This design comes from an exercise in tuning for small area on the open sky130 flow, not from production work.
In this exercise RTL edits were held to simulation tests only and were not proved equivalent to the original.

## flow/design.v (module list and top-level ports; edited modules follow where they fit)
// module algorithm_core: 1701 lines
// module algorithm_top: 21 lines
module algorithm_top (
  input  logic        clk,
  input  logic        rst_n,
  input  logic        s_valid,
  output logic        s_ready,
  input  logic [11:0] s_data,
  output logic        m_valid,
  input  logic        m_ready,
  output logic [15:0] m_data
);
  // ...
==> flow/flow/run.sh <==
#!/bin/bash
# Own layout flow: the standard synthesis, then a netlist clean-up (flow/netopt.py:
# history-register input muxes as a22o cells, fewer inverters around full adders),
# then the standard layout steps with a leaner clock tree.
set -euo pipefail
HERE=$(pwd)
R=$HERE/orfs/results/sky130hd/algorithm_top/base
CTS="CTS_ARGS=-sink_clustering_enable -repair_clock_nets -dont_use_dummy_load -sink_clustering_size 16 -sink_clustering_max_diameter 60 -buf_list sky130_fd_sc_hd__clkbuf_8 -root_buf sky130_fd_sc_hd__clkbuf_16"
bash standard.sh synth > synth_std.log 2>&1
cp $R/1_2_yosys.v $HERE/1_2_yosys.std.v
python3 flow/netopt.py $HERE/1_2_yosys.std.v $R/1_2_yosys.v > netopt.log 2>&1
rm -f $R/1_synth.odb $R/1_synth.sdc
bash standard.sh synth > synth_odb.log 2>&1
bash standard.sh "$CTS" finish > layout.log 2>&1
==> flow/flow/netopt.py <==
#!/usr/bin/env python3
"""Post-synthesis netlist clean-up for a yosys-written flat sky130hd netlist.

Full adders are self-dual: FA(~a,~b,~c) = ~FA(a,b,c) on both outputs.  Synthesis
leaves many inverters around the fa cells; this script chooses, for each fa cell,
whether to run it on the true or the complemented signals so that the number of
inverters needed is smallest, then rebuilds the inverters (at most one per signal).
Registers and ports are not touched."""
import re, sys, random
from collections import defaultdict

SA_STEPS = 3000000
INV = re.compile(r'sky130_fd_sc_hd__(inv|clkinv)_\d+$')
FA = re.compile(r'sky130_fd_sc_hd__fa_\d+$')
OUTPINS = {'X', 'Y', 'Q', 'Q_N', 'SUM', 'COUT', 'HI', 'LO'}

def parse(path):
    txt = open(path).read()
    m = re.search(r'^(.*?\);\n)(.*?)\nendmodule', txt, re.S)
    header, body = m.group(1), m.group(2)
    decls, cells, others, assigns = [], [], [], []
    # split body into statements ending in ';'
    for st in re.finditer(r'\s*(.*?;)', body, re.S):
        s = st.group(1).strip()
        if not s: continue
        if re.match(r'(input|output|inout|wire)\b', s):
            decls.append(s)
            continue
        mm = re.match(r'(sky130_fd_sc_hd__\w+)\s+(\\\S+\s|\S+)\s*\((.*)\)\s*;$', s, re.S)
        if mm:
            pins = {}
            for p in re.finditer(r'\.(\w+)\(\s*((?:\\\S+\s)|[^()\s]+)\s*\)', mm.group(3)):
                pins[p.group(1)] = p.group(2).strip()
            cells.append([mm.group(1), mm.group(2).strip(), pins])
        else:
            ma = re.match(r'assign\s+(\\\S+\s|[^=\s]+)\s*=\s*(\\\S+\s|[^;\s]+)\s*;$', s)
            if ma:
                assigns.append([ma.group(1).strip(), ma.group(2).strip()])
            else:
                others.append(s)
    return header, decls, cells, others, assigns

HMUX = True
FLOP = re.compile(r'sky130_fd_sc_hd__(dfxtp|dfrtp|dfstp|edfxtp|dfxbp|dfrbp|dfsbp|sdf\w*|df\w*)_\d+$')

def hmux(cells):
    """Rebuild the input logic of history registers h1..h15 as a22o(ld, prev, hld, self)."""
    byname = {n: ci for ci, (t, n, p) in enumerate(cells)}
    hq = {}
    for ci, (t, n, p) in enumerate(cells):
        m = re.match(r'\\u_core\.h(\d+)\[(\d+)\]\$_DFF_P_$', n)
        if m and t.startswith('sky130_fd_sc_hd__dfxtp'):
            hq[(int(m.group(1)), int(m.group(2)))] = ci
    clr = [ci for ci, (t, n, p) in enumerate(cells) if n.startswith('\\u_core.clr_q$')]
    if len(hq) != 15 * 12 or len(clr) != 1:
        print(f"netopt: hmux pattern not found ({len(hq)} regs, {len(clr)} clr), skipped", file=sys.stderr)
        return cells
    clrq = cells[clr[0]][2]['Q']
    for i in range(16):
        for j in range(12):
            if i >= 1 and (i, j) not in hq: return cells
    qn = {k: cells[ci][2]['Q'] for k, ci in hq.items()}
    h0 = {}
    for ci, (t, n, p) in enumerate(cells):
        m = re.match(r'\\u_core\.h0\[(\d+)\]\$', n)
        if m: h0[int(m.group(1))] = p['Q']
    if len(h0) != 12:
        print("netopt: h0 not found, hmux skipped", file=sys.stderr); return cells
    for j in range(12): qn[(0, j)] = h0[j]
    new = [list(c) for c in cells]
    new.append(['sky130_fd_sc_hd__nor2b_1', '_hm_ld_', {'A': clrq, 'B_N': 's_valid', 'Y': '_hm_ld_n_'}])
    new.append(['sky130_fd_sc_hd__inv_1', '_hm_hld_', {'A': 's_valid', 'Y': '_hm_hld_n_'}])
    for (i, j), ci in hq.items():
        d = f"_hm_d_{i}_{j}_"
        new[ci][2] = dict(new[ci][2]); new[ci][2]['D'] = d
        new.append(['sky130_fd_sc_hd__a22o_1', f"_hm_m_{i}_{j}_", {'A1': '_hm_ld_n_', 'A2': qn[(i - 1, j)], 'B1': '_hm_hld_n_', 'B2': qn[(i, j)], 'X': d}])
    # dead-code elimination of combinational cells
    ports = PORTS_OUT
    while True:
        used = set(ports)
        for t, n, p in new:
            for k, v in p.items():
                if k not in OUTPINS: used.add(v)
        keep = []
        removed = 0
        for c in new:
            t, n, p = c
            outs = [v for k, v in p.items() if k in OUTPINS]
            if not FLOP.match(t) and outs and not any(o in used for o in outs) and not t.startswith('sky130_fd_sc_hd__conb'):
                removed += 1; continue
            keep.append(c)
        new = keep
        if not removed: break
    print(f"netopt: hmux rebuilt {len(hq)} register inputs; cells {len(cells)} -> {len(new)}", file=sys.stderr)
    return new

PORTS_OUT = set()

def main(inp, outp, seed=1):
    header, decls, cells, others, assigns = parse(inp)
    if others:
        print("netopt: unhandled statements, leaving netlist unchanged:", others[:3], file=sys.stderr)
        open(outp, 'w').write(open(inp).read()); return
    global PORTS_OUT
    po = set()
    for s_ in decls:
        mm = re.match(r'output\s+(\[(\d+):(\d+)\]\s+)?(\S+);', s_)
        if mm:
            if mm.group(1):
                for i in range(int(mm.group(3)), int(mm.group(2)) + 1): po.add(f"{mm.group(4)}[{i}]")
            else: po.add(mm.group(4))
    PORTS_OUT = po | set(a_[1] for a_ in assigns)
    if HMUX:
        cells = hmux(cells)
    driver = {}
    for ci, (t, n, pins) in enumerate(cells):
        for p, net in pins.items():
            if p in OUTPINS: driver[net] = (ci, p)
    # resolve inverter chains: net -> (base net, parity)
    base = {}
    def res(net):
        if net in base: return base[net]
        d = driver.get(net)
        if d and INV.match(cells[d[0]][0]):
            b, p = res(cells[d[0]][2]['A'])
            base[net] = (b, p ^ 1)
        else:
            base[net] = (net, 0)
        return base[net]
    ports_out = set()
    for s in decls:
        mm = re.match(r'output\s+(\[(\d+):(\d+)\]\s+)?(\S+);', s)
        if mm:
            if mm.group(1):
                for i in range(int(mm.group(3)), int(mm.group(2)) + 1): ports_out.add(f"{mm.group(4)}[{i}]")
            else: ports_out.add(mm.group(4))
    fa_ids = [ci for ci, c in enumerate(cells) if FA.match(c[0])]
    isfa = set(fa_ids)
    # consumers: list of (cell, pin, base, parity)
    uses = defaultdict(list)   # base -> list of (ci, pin, parity)
    for ci, (t, n, pins) in enumerate(cells):
        if INV.match(t): continue
        for p, net in pins.items():
            if p in OUTPINS: continue
            b, par = res(net)
            uses[b].append((ci, p, par))
    # output ports fed by inverters are consumers too
    port_use = {}
    for pn in ports_out:
        b, par = res(pn)
        if b != pn:
            uses[b].append((None, pn, par))
    for a_ in assigns:
        b, par = res(a_[1])
        uses[b].append((None, 'assign', par))
    # frozen fa: outputs that are ports or assign sources
    frozen = set()
    for a_ in assigns:
        b, par = res(a_[1])
        d = driver.get(b)
        if d and d[0] in isfa: frozen.add(d[0])
    for ci in fa_ids:
        for p in ('SUM', 'COUT'):
            if cells[ci][2].get(p) in ports_out: frozen.add(ci)
    flip = defaultdict(int)
    def dflip(b):
        d = driver.get(b)
        return flip[d[0]] if d and d[0] in isfa else 0
    def cost_base(b):
        fd = dflip(b)
        need = False
        for (ci, p, par) in uses[b]:
            fc = flip[ci] if ci in isfa else 0
            if fd ^ par ^ fc: return 1
        return 0
    # bases touching each fa
    touch = defaultdict(set)
    for b, us in uses.items():
        d = driver.get(b)
        if d and d[0] in isfa: touch[d[0]].add(b)
        for (ci, p, par) in us:
            if ci in isfa: touch[ci].add(b)
    def total():
        return sum(cost_base(b) for b in uses)
    c0 = total()
    rng = random.Random(seed)
    improved = True; it = 0
    while improved and it < 50:
        improved = False; it += 1
        order = fa_ids[:]; rng.shuffle(order)
        for ci in order:
            if ci in frozen: continue
            bs = touch[ci]
            before = sum(cost_base(b) for b in bs)
            flip[ci] ^= 1
            after = sum(cost_base(b) for b in bs)
            if after < before: improved = True
            elif after == before and rng.random() < 0.3: pass
            else: flip[ci] ^= 1
    # simulated annealing on top of the greedy result
    import math
    cur = total()
    best = cur; bestflip = dict(flip)
    movable = [ci for ci in fa_ids if ci not in frozen]
    steps = SA_STEPS
    for k in range(steps):
        T = 2.0 * (1 - k / steps) + 0.05
        ci = rng.choice(movable)
        bs = touch[ci]
        before = sum(cost_base(b) for b in bs)
        flip[ci] ^= 1
        after = sum(cost_base(b) for b in bs)
        dlt = after - before
        if dlt <= 0 or rng.random() < math.exp(-dlt / T):
            cur += dlt
            if cur < best: best = cur; bestflip = dict(flip)
        else:
            flip[ci] ^= 1
    flip.clear(); flip.update(bestflip)
    c1 = total()
    # rebuild
    new_cells = []
    invnet = {}
    extra_wires = []
    cnt = [0]
    def inverted(b):
        if b not in invnet:
            cnt[0] += 1
            nn = f"_netopt_inv{cnt[0]}_"
            extra_wires.append(nn)
            new_cells.append(['sky130_fd_sc_hd__inv_1', f"_netopt_i{cnt[0]}_", {'A': b, 'Y': nn}])
            invnet[b] = nn
        return invnet[b]
    for ci, (t, n, pins) in enumerate(cells):
        if INV.match(t):
            # keep inverters that drive an output port directly (rebuilt below)
            continue
        fc = flip[ci] if ci in isfa else 0
        np_ = {}
        for p, net in pins.items():
            if p in OUTPINS:
                np_[p] = net; continue
            b, par = res(net)
            if dflip(b) ^ par ^ fc: np_[p] = inverted(b)
            else: np_[p] = b
        new_cells.append([t, n, np_])
    # output ports that were driven by inverters
    for pn in ports_out:
        b, par = res(pn)
        if b == pn: continue
        if dflip(b) ^ par:
            cnt[0] += 1
            new_cells.append(['sky130_fd_sc_hd__inv_1', f"_netopt_i{cnt[0]}_", {'A': b, 'Y': pn}])
        else:
            cnt[0] += 1
            new_cells.append(['sky130_fd_sc_hd__buf_1', f"_netopt_b{cnt[0]}_", {'A': b, 'X': pn}])
    new_assigns = []
    for lhs, rhs in assigns:
        b, par = res(rhs)
        if dflip(b) ^ par: new_assigns.append((lhs, inverted(b)))
        else: new_assigns.append((lhs, b))
    ninv_old = sum(1 for c in cells if INV.match(c[0]))
    ninv_new = sum(1 for c in new_cells if INV.match(c[0]))
    print(f"netopt: fa={len(fa_ids)} flipped={sum(flip[c] for c in fa_ids)} cost {c0}->{c1} inverters {ninv_old}->{ninv_new}", file=sys.stderr)
    used = set()
    for t, n, pins in new_cells:
        used.update(pins.values())
    for lhs, rhs in new_assigns:
        used.add(lhs); used.add(rhs)
    out = [header.rstrip('\n')]
    for s in decls:
        mm = re.match(r'wire\s+(\[\d+:\d+\]\s+)?(\\\S+\s|\S+)\s*;', s)
        if mm and not mm.group(1):
            nm = mm.group(2).strip()
            if nm not in used and nm not in ports_out: continue
        out.append("  " + s)
    for w in extra_wires: out.append(f"  wire {w};")
    for t, n, pins in new_cells:
        pl = ",\n".join(f"    .{p}({v}{' ' if v.startswith(chr(92)) else ''})" for p, v in pins.items())
        nn = n + (' ' if n.startswith('\\') else '')
        out.append(f"  {t} {nn} (\n{pl}\n  );")
    for lhs, rhs in new_assigns:
        out.append(f"  assign {lhs}{' ' if lhs.startswith(chr(92)) else ''} = {rhs}{' ' if rhs.startswith(chr(92)) else ''};")
    out.append("endmodule")
    open(outp, 'w').write("\n".join(out) + "\n")

if __name__ == "__main__":
    main(sys.argv[1], sys.argv[2])
==> flow/standard.sh <==
#!/bin/bash
# synth_recipe.tcl (not shown) runs the flow's synth.tcl, then flattens the netlist and writes it again
# the make line also repeats each setting of config.mk as NAME=value (left out here)
make -C /OpenROAD-flow-scripts/flow DESIGN_CONFIG=/design/flow/config.mk WORK_HOME=/design/flow/orfs CLKGATE_MAP_FILE= SYNTH_SCRIPT=/design/flow/synth_recipe.tcl "${@:-finish}"
==> flow/config.mk <==
export PLATFORM = sky130hd
export DESIGN_NAME = algorithm_top
export DESIGN_NICKNAME = algorithm_top
export VERILOG_FILES = /design/flow/design.v
export SDC_FILE = /design/flow/constraint.sdc
export NUM_CORES = 4
export LEC_CHECK = 0
export CAP_MARGIN = 20
export CORE_MARGIN = 2
export CORE_UTILIZATION = 40
export GPL_TIMING_DRIVEN = 0
export SLEW_MARGIN = 20
==> flow/constraint.sdc <==
create_clock -name core_clock -period 6.0 [get_ports {clk}]
set_input_delay 1.2000 -clock core_clock [delete_from_list [all_inputs] [get_ports {clk}]]
set_output_delay 1.2000 -clock core_clock [all_outputs]
set_load 0.01 [all_outputs]
==> results.py, run 1 <==
metrics = {
    "placed_design": {
        "post-place-ws_ns": -0.07705,
    },
    "clock_network": {
        "cts_max_path_buffers": 3,
        "root_buffer": "clkbuf_16",
        "clock_latency_ns": 0.55,
        "cts_setup_buffers": 1,
        "cts_tree": "built",
    },
    "critical_path": {
        "crit_family": "adder cells",
        "critPathBufInv": 1,
        "cpMostUsedCell": "fa_1",
        "start_kind": "flip-flop",
    },
    "layout": {
        "syn2layout_area_growth_pct": 8.321,
        "register_area_sq_um": 4736,
        "signal_buffers": 59,
        "mostFrequentLayoutCells": "fa_1, a22o_1, dfxtp_1",
        "finalInstanceArea_sq_um": 23830,
    },
    "min_path": {
        "hp-class": "reg2reg",
    },
    "grt": {
        "grt_pass1_wl_microns": 100400,
        "use_met1_pct": 32.34,
        "grt_max_degree": 114,
        "grt.total_usage_pct": 26.02,
    },
    "die": {
        "core_area_sq_um": 54130,
    },
    "routing": {
        "drc": 0,
        "wl_per_cell_microns": 33.30,
        "ant_nets": 0,
        "drtIter0Drc": 1074,
    },
    "status": {
        "status": "complete, no violations",
    },
    "timing": {
        "worst_slack_ns": 0.06329,
        "rsz0062_at_grt": "false",
        "max_freq_mhz": 168.4,
        "maxSlewViolCount": 0,
    },
    "flow_run": {
        "cap_violations": 0,
    },
}
==> run 2, diff against run 1 <==
--- a/flow/flow/run.sh
+++ b/flow/flow/run.sh
@@ -7,3 +7,3 @@
 R=$HERE/orfs/results/sky130hd/algorithm_top/base
-CTS="CTS_ARGS=-sink_clustering_enable -repair_clock_nets -dont_use_dummy_load -sink_clustering_size 16 -sink_clustering_max_diameter 60 -buf_list sky130_fd_sc_hd__clkbuf_8 -root_buf sky130_fd_sc_hd__clkbuf_16"
+CTS="CTS_ARGS=-sink_clustering_enable -repair_clock_nets -dont_use_dummy_load -sink_clustering_size 10 -sink_clustering_max_diameter 50 -buf_list sky130_fd_sc_hd__clkbuf_4 -root_buf sky130_fd_sc_hd__clkbuf_16"
 bash standard.sh synth > synth_std.log 2>&1
@@ -13,2 +13,2 @@
 bash standard.sh synth > synth_odb.log 2>&1
-bash standard.sh "$CTS" finish > layout.log 2>&1
+bash standard.sh "$CTS" "BUFFER_PORTS_ARGS=-buffer_cell sky130_fd_sc_hd__buf_1" finish > layout.log 2>&1
--- a/flow/flow/netopt.py
+++ b/flow/flow/netopt.py
@@ -70,4 +70,7 @@
     new = [list(c) for c in cells]
-    new.append(['sky130_fd_sc_hd__nor2b_1', '_hm_ld_', {'A': clrq, 'B_N': 's_valid', 'Y': '_hm_ld_n_'}])
-    new.append(['sky130_fd_sc_hd__inv_1', '_hm_hld_', {'A': 's_valid', 'Y': '_hm_hld_n_'}])
+    # one load/hold control pair per register stage (12 loads each) instead of two
+    # nets with 180 loads that placement would have to buffer
+    for i in range(1, 16):
+        new.append(['sky130_fd_sc_hd__nor2b_1', f'_hm_ld{i}_', {'A': clrq, 'B_N': 's_valid', 'Y': f'_hm_ld{i}_n_'}])
+        new.append(['sky130_fd_sc_hd__inv_1', f'_hm_hld{i}_', {'A': 's_valid', 'Y': f'_hm_hld{i}_n_'}])
     for (i, j), ci in hq.items():
@@ -75,3 +78,3 @@
         new[ci][2] = dict(new[ci][2]); new[ci][2]['D'] = d
-        new.append(['sky130_fd_sc_hd__a22o_1', f"_hm_m_{i}_{j}_", {'A1': '_hm_ld_n_', 'A2': qn[(i - 1, j)], 'B1': '_hm_hld_n_', 'B2': qn[(i, j)], 'X': d}])
+        new.append(['sky130_fd_sc_hd__a22o_1', f"_hm_m_{i}_{j}_", {'A1': f'_hm_ld{i}_n_', 'A2': qn[(i - 1, j)], 'B1': f'_hm_hld{i}_n_', 'B2': qn[(i, j)], 'X': d}])
     # dead-code elimination of combinational cells
@@ -96,2 +99,25 @@
 
+UNBUF = True
+BUF = re.compile(r'sky130_fd_sc_hd__(buf|clkbuf)_\d+$')
+
+def unbuffer(cells):
+    """Remove the buffers synthesis inserted (placement repairs fanout itself)."""
+    alias = {}
+    keep = []
+    for c in cells:
+        t, n, p = c
+        if BUF.match(t) and p.get('X') not in PORTS_OUT:
+            alias[p['X']] = p['A']
+        else:
+            keep.append(c)
+    def r(net):
+        seen = 0
+        while net in alias and seen < 100: net = alias[net]; seen += 1
+        return net
+    out = []
+    for t, n, p in keep:
+        out.append([t, n, {k: (v if k in OUTPINS else r(v)) for k, v in p.items()}])
+    print(f"netopt: removed {len(alias)} buffers", file=sys.stderr)
+    return out
+
 PORTS_OUT = set()
@@ -114,2 +140,4 @@
         cells = hmux(cells)
+    if UNBUF:
+        cells = unbuffer(cells)
     driver = {}
@@ -123,3 +151,3 @@
         d = driver.get(net)
-        if d and INV.match(cells[d[0]][0]):
+        if d and INV.match(cells[d[0]][0]) and not cells[d[0]][1].startswith('_hm_'):
             b, p = res(cells[d[0]][2]['A'])
@@ -141,3 +169,3 @@
     for ci, (t, n, pins) in enumerate(cells):
-        if INV.match(t): continue
+        if INV.match(t) and not n.startswith('_hm_'): continue
         for p, net in pins.items():
@@ -234,4 +262,4 @@
     for ci, (t, n, pins) in enumerate(cells):
-        if INV.match(t):
-            # keep inverters that drive an output port directly (rebuilt below)
+        if INV.match(t) and not n.startswith('_hm_'):
+            # inverters are rebuilt below, at most one per signal
             continue
==> run 2 against run 1 <==
Effect of this change: setup slack better by 0.069 ns; global-route usage up 2.0 points; first-iteration DRC count up 31%; count of clock-buffer cells in the layout up 9; clock skew down 0.014 ns; critical path depth up 1; flip-flop and latch count unchanged; synthesized area up 0.52%; die area up 0.51%.
==> results.py, run 2 <==
metrics = {
    "critical_path": {
        "reg2reg_slack_ns": 0.13,
        "reg2reg_depth": 12,
        "crit_arrival_ns": 6.24,
        "r2r_end": "u_core.s1299_q",
        "start_kind": "flip-flop",
        "crit_type": "reg2reg",
        "end_kind": "flip-flop",
        "worstPathMaxFanout": 4,
        "r2r_start": "u_core.h0[5]",
        "critPathRequiredTime_ns": 6.38,
    },
    "layout": {
        "final_nets": 2180,
        "syn2layout_area_growth_pct": 6.620,
        "diodes": 0,
        "mostFrequentLayoutCells": "fa_1, a22o_1, dfxtp_1",
        "num-fill-cells": 4929,
        "multi_input_area_sq_um": 16980,
        "register_area_sq_um": 4765,
        "final_common_cell": "fa_1",
        "drive_above_1_share_pct": 8.813,
    },
    "grt": {
        "grt_remaining_overflow": 0,
        "grt_max_degree": 35,
        "first_global_vias": 14423,
        "antenna_found_initial": 0,
        "grt.total_usage_pct": 28.01,
        "grt_pass1_wl_microns": 107400,
    },
    "die": {
        "core_area_sq_um": 54880,
        "die-height_microns": 239.1,
        "io_pins": 34,
        "initial_utilization_pct": 40.30,
        "rows": 86,
        "die_area_sq_um": 57180,
        "die_width_microns": 239.1,
    },
    "logic_synthesis": {
        "syn_area_sq_um": 22110,
        "avgSynthCellArea_sq_um": 16.50,
        "yosysWarnings": 1,
        "syn-num-nets": 2111,
        "synthCells": 1340,
    },
    "timing": {
        "fin_crit_sh_pct": 97.79,
        "worst_pin_slew_ns": 1.047,
        "rsz0062_at_grt": "false",
        "layout_min_cycle_time_ns": 5.867,
        "setup_violations": 0,
        "worst_slack_ns": 0.1326,
        "finalHoldViolations": 0,
        "maxSlewViolCount": 0,
        "maxSlewHeadroom_pct": 30.09,
        "max_freq_mhz": 170.4,
        "skew_ns": 0.06302,
        "hold_ws_ns": 0.3654,
    },
    "clock_network": {
        "cts_max_path_buffers": 3,
        "cts_buffers": 35,
        "ctsHtreeMaxLevel": 2,
        "cts_setup_buffers": 0,
        "path_clk_slew_ns": 0.11,
        "cts_sinks": 227,
        "root_buffer": "clkbuf_16",
        "clock_latency_ns": 0.54,
        "cts_tree": "built",
    },
    "placed_design": {
        "portBuffers": 31,
        "post-place-ws_ns": -0.08825,
        "dp_hpwl_microns": 59790,
        "gp_congestion": 0.9876,
    },
    "routing": {
        "wl_per_cell_microns": 35.36,
        "dr.pass1.iters": 6,
        "drtIter0Drc": 1402,
        "via_per_inst": 5.927,
        "drt_wl_total_microns": 74640,
        "drc": 0,
        "dr_total_vias": 12511,
        "ant_nets": 0,
    },
    "min_path": {
        "hp-class": "reg2reg",
        "hold_end": "u_core.v2_q",
        "min-delay-start": "u_core.v1_q",
        "hold_path_depth": 0,
    },
    "flow_run": {
        "cap_violations": 0,
    },
    "status": {
        "status": "complete, no violations",
    },
}
-- run 2: worst max path at each step --
stage / to / slack, ns / start / cells past startpoint
floorplan: u_core.s1153_q / 0.60 / u_core.h4[0] / 12
global placement: u_core.s1299_q / -0.08 / u_core.h5[9] / 12
detailed placement: u_core.s1153_q / -0.09 / u_core.h4[7] / 12
CTS: u_core.c530_q / 0.005 / u_core.h13[6] / 14
global route: u_core.s1299_q / 0.004 / u_core.h1[9] / 11
finish: u_core.s1299_q / 0.13 / u_core.h0[5] / 12
-- run 2: stage by stage --
step / instances / TNS, ns / area [sq um] / util [%]
6_report: 2111 / 0 / 23580 / 42.96
5_1_grt: 2111 / 0 / 23580 / 42.96
4_1_cts: 2111 / 0 / 23510 / 42.85
3_5_place_dp: 2076 / -0.2813 / 23130 / 42.15
3_3_place_gp: 2075 / -0.1881 / 23110 / 42.11
2_1_floorplan: 1340 / 0 / 22110 / -
-- run 2: layout make-up --
class / instances / share of cell area [%]
Buffer: 15 / 0.4458
Sequential cell: 227 / 20.21
Multi-Input combinational cell: 1004 / 72.03
Tap cell: 704 / 3.736
Timing Repair Buffer: 32 / 0.5837
Inverter: 94 / 1.512
Clock buffer: 35 / 1.486
-- run 2: layer usage --
layer  global-route usage [%]  routed length (microns)
met4                    17.59                     5874
met5                        0                        0
met1                    35.92                    26930
met3                    7.436                     7583
met2                    42.55                    34260
-- run 2: timing repair --
item | 4_1_cts | 5_1_grt
setup endpoints to repair | 7 | 10
hold buffers | 0 | 0
gates resized for setup | 25 | 44
-- run 2: critical path, cell delays in order (launching register included) --
cell      delay (ns)
edfxtp_1        0.63
fa_1            0.50
fa_1            0.46
fa_1            0.46
fa_1            0.47
fa_1            0.39
fa_1            0.46
fa_1            0.39
fa_1            0.39
fa_1            0.65
inv_1           0.09
fa_1            0.38
fa_1            0.43
==> run 3, diff against run 2 <==
--- a/flow/flow/run.sh
+++ b/flow/flow/run.sh
@@ -7,3 +7,3 @@
 R=$HERE/orfs/results/sky130hd/algorithm_top/base
-CTS="CTS_ARGS=-sink_clustering_enable -repair_clock_nets -dont_use_dummy_load -sink_clustering_size 10 -sink_clustering_max_diameter 50 -buf_list sky130_fd_sc_hd__clkbuf_4 -root_buf sky130_fd_sc_hd__clkbuf_16"
+CTS="CTS_ARGS=-sink_clustering_enable -repair_clock_nets -dont_use_dummy_load -sink_clustering_size 16 -sink_clustering_max_diameter 60 -buf_list sky130_fd_sc_hd__clkbuf_8 -root_buf sky130_fd_sc_hd__clkbuf_16"
 bash standard.sh synth > synth_std.log 2>&1
==> run 3 against run 2 <==
Effect of this change: still clean on timing, DRC and antenna; non-clock buffer count up 1; core utilization is 0.10 points higher; clock skew rose by 0.016 ns; first-iteration DRC count shrank 11%; via count fell by 0.51%; count of clock-buffer cells in the layout down 8; critical path type unchanged.
==> results.py, run 3 <==
metrics = {
    "status": {
        "status": "complete, no violations",
    },
    "critical_path": {
        "reg2reg_depth": 12,
        "end_kind": "flip-flop",
        "worstPathMaxFanout": 7,
        "crit_end": "u_core.s1299_q",
        "r2r_end": "u_core.s1299_q",
        "cpMaxStageDelayCell": "dfxtp_1",
        "start_kind": "flip-flop",
        "crit_start": "u_core.h12[9]",
        "reg2reg_slack_ns": 0.09,
        "cp_cell_sequence": "fa_1 -> fa_1 -> fa_1 -> fa_1 -> fa_1 -> fa_1 -> fa_1 -> fa_1 -> fa_1 -> inv_1 -> fa_1 -> fa_1",
        "crit_arrival_ns": 6.29,
        "cpMostUsedCell": "fa_1",
        "r2r_start": "u_core.h12[9]",
        "critPathMaxStageDelay_ns": 0.77,
        "critPathRequiredTime_ns": 6.38,
        "crit_type": "reg2reg",
    },
    "die": {
        "io_pins": 34,
        "initial_utilization_pct": 40.30,
        "die_width_microns": 239.1,
        "die_area_sq_um": 57180,
        "die-height_microns": 239.1,
        "core_area_sq_um": 54880,
        "rows": 86,
    },
    "grt": {
        "grt_pass1_wl_microns": 107100,
        "first_global_vias": 14607,
        "antenna_found_initial": 0,
        "grt.total_usage_pct": 27.83,
        "grt_remaining_overflow": 0,
        "grt_max_degree": 26,
    },
    "min_path": {
        "hp-class": "reg2reg",
    },
    "flow_run": {
        "cap_violations": 0,
    },
    "routing": {
        "drt_wl_total_microns": 74250,
        "dr.pass1.iters": 5,
        "drc": 0,
        "via_per_inst": 5.913,
        "drtIter0Drc": 1247,
        "wl_per_cell_microns": 35.27,
        "dr_total_vias": 12447,
        "ant_nets": 0,
    },
    "layout": {
        "final_nets": 2173,
        "mostFrequentLayoutCells": "fa_1, a22o_1, dfxtp_1",
        "finalInstanceArea_sq_um": 23630,
        "multi_input_area_sq_um": 16980,
        "num-fill-cells": 4961,
        "register_area_sq_um": 4753,
        "final_common_cell": "fa_1",
        "syn2layout_area_growth_pct": 6.869,
        "drive_above_1_share_pct": 7.643,
    },
    "logic_synthesis": {
        "syn-num-nets": 2111,
        "avgSynthCellArea_sq_um": 16.50,
        "syn_area_sq_um": 22110,
        "yosysWarnings": 1,
        "synthCells": 1340,
    },
    "timing": {
        "layout_min_cycle_time_ns": 5.907,
        "max_freq_mhz": 169.3,
        "worst_pin_slew_ns": 1.115,
        "finalHoldViolations": 0,
        "skew_ns": 0.07862,
        "maxSlewHeadroom_pct": 25.51,
        "fin_crit_sh_pct": 98.45,
        "setup_violations": 0,
        "maxSlewViolCount": 0,
    },
    "placed_design": {
        "dp_hpwl_microns": 60210,
        "portBuffers": 31,
        "gp_congestion": 1.001,
        "placed_area_sq_um": 23140,
    },
    "clock_network": {
        "cts_sinks": 227,
        "ctsHtreeMaxLevel": 1,
        "cts_max_path_buffers": 3,
        "root_buffer": "clkbuf_16",
        "cts_buffers": 27,
        "ctsResizeCount": 20,
        "path_clk_slew_ns": 0.10,
        "cts_setup_buffers": 0,
        "clock_latency_ns": 0.56,
        "hold_buffers": 0,
        "cts_tree": "built",
    },
}
## run 3: cell count changes in the layout (fill, tap and decap cells not counted), sizes merged
cell,delta
clkbuf,-8
buf,+1
clkinvlp,-1
diode,+1
inv,+1
## run 3: how the worst min path moves through the flow
stage	slack, ns	to	depth (start not counted)	startpoint
after floorplan	0.33	u_core.v2_q	0	u_core.v1_q
after global placement	0.34	u_core.v2_q	0	u_core.v1_q
after detailed placement	0.34	u_core.v2_q	0	u_core.v1_q
after CTS	0.38	u_core.v2_q	0	u_core.v1_q
after global routing	0.39	u_core.v2_q	0	u_core.v1_q
final	0.37	u_core.v2_q	0	u_core.v1_q
## run 3: layout make-up
class	count	area share, %
Sequential cell	227	20.11
Clock buffer	27	1.715
Tap cell	704	3.727
Buffer	15	0.4447
Multi-Input combinational cell	1004	71.85
Antenna cell	1	0.01059
Inverter	94	1.493
Timing Repair Buffer	33	0.6459
## run 3: critical path, delay by kind of cell, from the launching register on
kind,cells,cell delay [ns]
buf+inv,1,0.09
flops,1,0.77
fa+ha+maj,11,4.89
## run 3: metrics by stage
step / util (%) / std cells / hold slack, ns / setup TNS [ns] / worst slack (ns)
finish: 43.06 / 2105 / 0.3695 / 0 / 0.09285
floorplan: - / 1340 / 0.3312 / 0 / 0.5992
global placement: 42.11 / 2075 / 0.3363 / -0.1682 / -0.07315
detailed placement: 42.17 / 2076 / 0.3411 / -0.1585 / -0.06473
CTS: 42.95 / 2103 / 0.3764 / 0 / 0.0008038
global route: 43.06 / 2104 / 0.3866 / -0.0003126 / -0.0003126
## run 3: metal layers
| layer | track usage (%) | vias up | wire [microns] |
|---|---|---|---|
| met4 | 16.04 | 0 | 5295 |
| li1 | - | 4503 | - |
| met2 | 42.83 | 751 | 34100 |
| met3 | 7.968 | 221 | 7790 |
| met5 | 0 | - | 0 |
| met1 | 35.38 | 6972 | 27070 |

==> what the ideal ports hide <==
In the flow no input, the clock included, has a driving cell. The finished layouts below were timed again as built, in two steps.
Step 1 assumes that a clkbuf_16 drives the clock port and a buf_2 every other input.
Step 2 times the ports against the registers' clock, not the clock port: input delays grow and output delays shrink by t, the midpoint of the rising clock arrivals with the driver on.
Slacks: no drivers / after step 1 / after step 2; pairs: no drivers / after step 1.
run	t, ns	slack for setup (ns)	worst setup path at the end	worst slew at a driven data input, ns	pins driven straight from the clock port
run 1	0.567	0.063 / 0.063 / 0.063	register to register	0.03	1
run 2	0.566	0.133 / 0.133 / 0.133	register to register	0.03	1
run 3	0.575	0.093 / 0.093 / 0.093	register to register	0.03	1
After both steps setup and hold are still met in every run listed.
